From an optimization exercise on the open Yosys and OpenROAD flow, aimed at small area and a short achievable clock period; shortcuts taken in it are not production practice. Power figures rest on the tool's default switching activity, not on a simulated workload.

==> inputs of run C <==
// cordic_top
module cordic_top (
    input  logic clk,
    input  logic signed[15:0] angle,
    output logic signed[15:0] sin, cos
);
==> module CORDIC_pipelined, before the edit <==
module CORDIC_pipelined (
    input clk,
    input logic signed[15:0] angle,
    output logic signed[15:0] sin, cos
);
logic [15:0] a_q;
logic s_q;
logic [14:0] u1_q;
logic [1:0] e1_q;    
logic [13:0] u2_q;
logic [2:0] e2_q;    
logic [13:0] u3_q;
logic [3:0] e3_q;    
logic [12:0] u4_q;
logic [4:0] e4_q;    
logic [12:0] u5_q;
logic [5:0] e5_q;    
logic [12:0] u6_q;
logic [6:0] e6_q;    
logic [7:0] e7_q;
logic [31:0] rom_d;
logic s_in;
assign s_in = angle[15] ^ (|angle[14:0]);
logic s0;
assign s0 = s_q;
logic [16:0] v0;
assign v0 = (s0 ? {1'b0, a_q} : {~a_q[15], ~a_q}) - (s0 ? 17'd12868 : 17'd12866);
logic [14:0] f1;
assign f1 = v0[14:0] ^ {15{v0[16]}};
logic [14:0] u1;
assign u1 = f1;
logic [15:0] v1;
assign v1 = {1'b0, u1_q} - 16'd7596;
logic [13:0] f2;
assign f2 = v1[13:0] ^ {14{v1[15]}};
logic [13:0] u2;
assign u2 = f2;
logic [14:0] v2;
assign v2 = {1'b0, u2_q} - 15'd4013;
logic [13:0] f3;
assign f3 = v2[13:0] ^ {14{v2[14]}};
logic [13:0] u3;
assign u3 = f3;
logic [14:0] v3;
assign v3 = {1'b0, u3_q} - 15'd2037;
logic [12:0] f4;
assign f4 = v3[12:0] ^ {13{v3[14]}};
logic [12:0] u4;
assign u4 = f4;
logic [13:0] v4;
assign v4 = {1'b0, u4_q} - 14'd1022;
logic [12:0] f5;
assign f5 = v4[12:0] ^ {13{v4[13]}};
logic [12:0] u5;
assign u5 = f5;
logic [13:0] v5;
assign v5 = {1'b0, u5_q} - 14'd511;
logic [12:0] f6;
assign f6 = v5[12:0] ^ {13{v5[13]}};
logic [12:0] u6;
assign u6 = f6;
logic [13:0] v6;
assign v6 = {1'b0, u6_q} - 14'd255;
always_ff @(posedge clk) begin
    a_q <= angle;
    s_q <= s_in;
    u1_q <= u1;
    e1_q <= {s0, v0[16]};
    u2_q <= u2;
    e2_q <= {e1_q, v1[15]};
    u3_q <= u3;
    e3_q <= {e2_q, v2[14]};
    u4_q <= u4;
    e4_q <= {e3_q, v3[14]};
    u5_q <= u5;
    e5_q <= {e4_q, v4[13]};
    u6_q <= u6;
    e6_q <= {e5_q, v5[13]};
    e7_q <= {e6_q, v6[13]};
    {sin, cos} <= rom_d;
end
cordic_rom rom_i (.d(e7_q), .q(rom_d));
endmodule
Settings: LEC_CHECK=0, ABC_CLOCK_PERIOD_IN_PS=2000, CAP_MARGIN=20, CORE_MARGIN=2, CORE_UTILIZATION=45, SETUP_SLACK_MARGIN=1.3, SLEW_MARGIN=20; clock period 3.3 ns.
run.sh (not shown) runs the stock make flow with config.mk's settings and CLKGATE_MAP_FILE= SYNTH_SCRIPT=/design/flow/synth_recipe.tcl, a recipe that flattens the netlist after the stock synthesis.
==> run X: changes against run C <==
--- a/flow/design.v
+++ b/flow/design.v
@@ -6,3 +6,2 @@
 logic [15:0] a_q;
-logic s_q;
 logic [14:0] u1_q;
@@ -21,6 +20,4 @@
 logic [31:0] rom_d;
-logic s_in;
-assign s_in = angle[15] ^ (|angle[14:0]);
 logic s0;
-assign s0 = s_q;
+assign s0 = a_q[15] ^ (|a_q[14:0]);
 logic [16:0] v0;
@@ -65,3 +62,2 @@
     a_q <= angle;
-    s_q <= s_in;
     u1_q <= u1;
--- a/flow/config.mk
+++ b/flow/config.mk
@@ -7,3 +7,3 @@
 export LEC_CHECK = 0
-export ABC_CLOCK_PERIOD_IN_PS = 2000
+export ABC_AREA = 1
 export CAP_MARGIN = 20
@@ -11,3 +11,2 @@
 export CORE_UTILIZATION = 45
-export SETUP_SLACK_MARGIN = 1.3
 export SLEW_MARGIN = 20
==> run K: changes against run C <==
--- a/flow/design.v
+++ b/flow/design.v
@@ -6,3 +6,2 @@
 logic [15:0] a_q;
-logic s_q;
 logic [14:0] u1_q;
@@ -21,6 +20,4 @@
 logic [31:0] rom_d;
-logic s_in;
-assign s_in = angle[15] ^ (|angle[14:0]);
 logic s0;
-assign s0 = s_q;
+assign s0 = a_q[15] ^ (|a_q[14:0]);
 logic [16:0] v0;
@@ -65,3 +62,2 @@
     a_q <= angle;
-    s_q <= s_in;
     u1_q <= u1;
--- a/flow/config.mk
+++ b/flow/config.mk
@@ -7,3 +7,2 @@
 export LEC_CHECK = 0
-export ABC_CLOCK_PERIOD_IN_PS = 2000
 export CAP_MARGIN = 20
@@ -11,3 +10,2 @@
 export CORE_UTILIZATION = 45
-export SETUP_SLACK_MARGIN = 1.3
 export SLEW_MARGIN = 20
==> impl_results.md <==
- Outcome: timing/DRC/antenna clean
- Power Dens Cells: approximately 1100 nW/um^2
- Core area: 19400 um^2
- DR vias/cell: between 5 and 6
- Sequential share of power: between 20 and 30%
- Critical path endpoint: dut_basic.u1_q[3]
- Vias: ~9000
- Non-clk invs: 139
- Clock slew at reported path FFs: about 0.080 ns
- CP arrival: about 3.4 ns
- First-pass GRT wire length: ~51 mm
- # clock sinks: roughly 160
That was run X.
==> impl_results.md <==
- Power Dens Cells: between 1000 and 1500 nW/um^2
- CP arrival: 3.46 ns
- Vias: ~9000
- Clock slew at reported path FFs: ~0.07 ns
- Non-clk invs: 36
- Core area: about 21000 um^2
- Critical path endpoint: dut_basic.u1_q[1]
- DR vias/cell: roughly 6.0
- Outcome: timing/DRC/antenna clean
That was run K.
==> impl_results.md <==
- Sequential share of power: between 20 and 25%
- # clock sinks: 165
- CP arrival: 3.01 ns
- Critical path endpoint: dut_basic.cos[6]
- Non-clk invs: 33
- Power Dens Cells: between 1000 and 1500 nW/um^2
- DR vias/cell: roughly 6.3
- Clock slew at reported path FFs: ~0.080 ns
- Outcome: timing/DRC/antenna clean
- Vias: roughly 10000
- First-pass GRT wire length: between 50 and 60 mm
- Core area: just over 20000 um^2
- Worst path cell trace: inv_4 > buf_12 > ha_4 > inv_2 > nor2_2 > o211ai_1 > o2111ai_2 > o32ai_2 > mux2i_2 > mux2_4 > a221oi_2
That was run C.
No run of this note included a check of the RTL's function; only the layout flow was run.

## port drivers added, routing unchanged
No port has a modelled driver above. Below, the same layouts with a new extraction and two added sets of constraints. Step 1 (the two cells are an assumption about what drives the block):
set clk [get_ports {clk}]
set_driving_cell -lib_cell sky130_fd_sc_hd__clkbuf_16 $clk
set_driving_cell -lib_cell sky130_fd_sc_hd__buf_2 [delete_from_list [all_inputs] $clk]
Step 2 times the ports against the registers' clock, not the clock port: input delays grow and output delays shrink by t, the midpoint of the rising clock arrivals with the driver on. a / b / c = no drivers / after step 1 / after step 2; a / b = the first two.
run	t (ns)	setup slack, ns	worst setup path at the end
run C	0.473	0.634 / 0.634 / 0.634	register to register
run X	0.479	0.281 / 0.281 / 0.281	register to register
run K	0.467	0.198 / 0.198 / 0.198	register to register
After both steps every run listed still meets setup and hold.
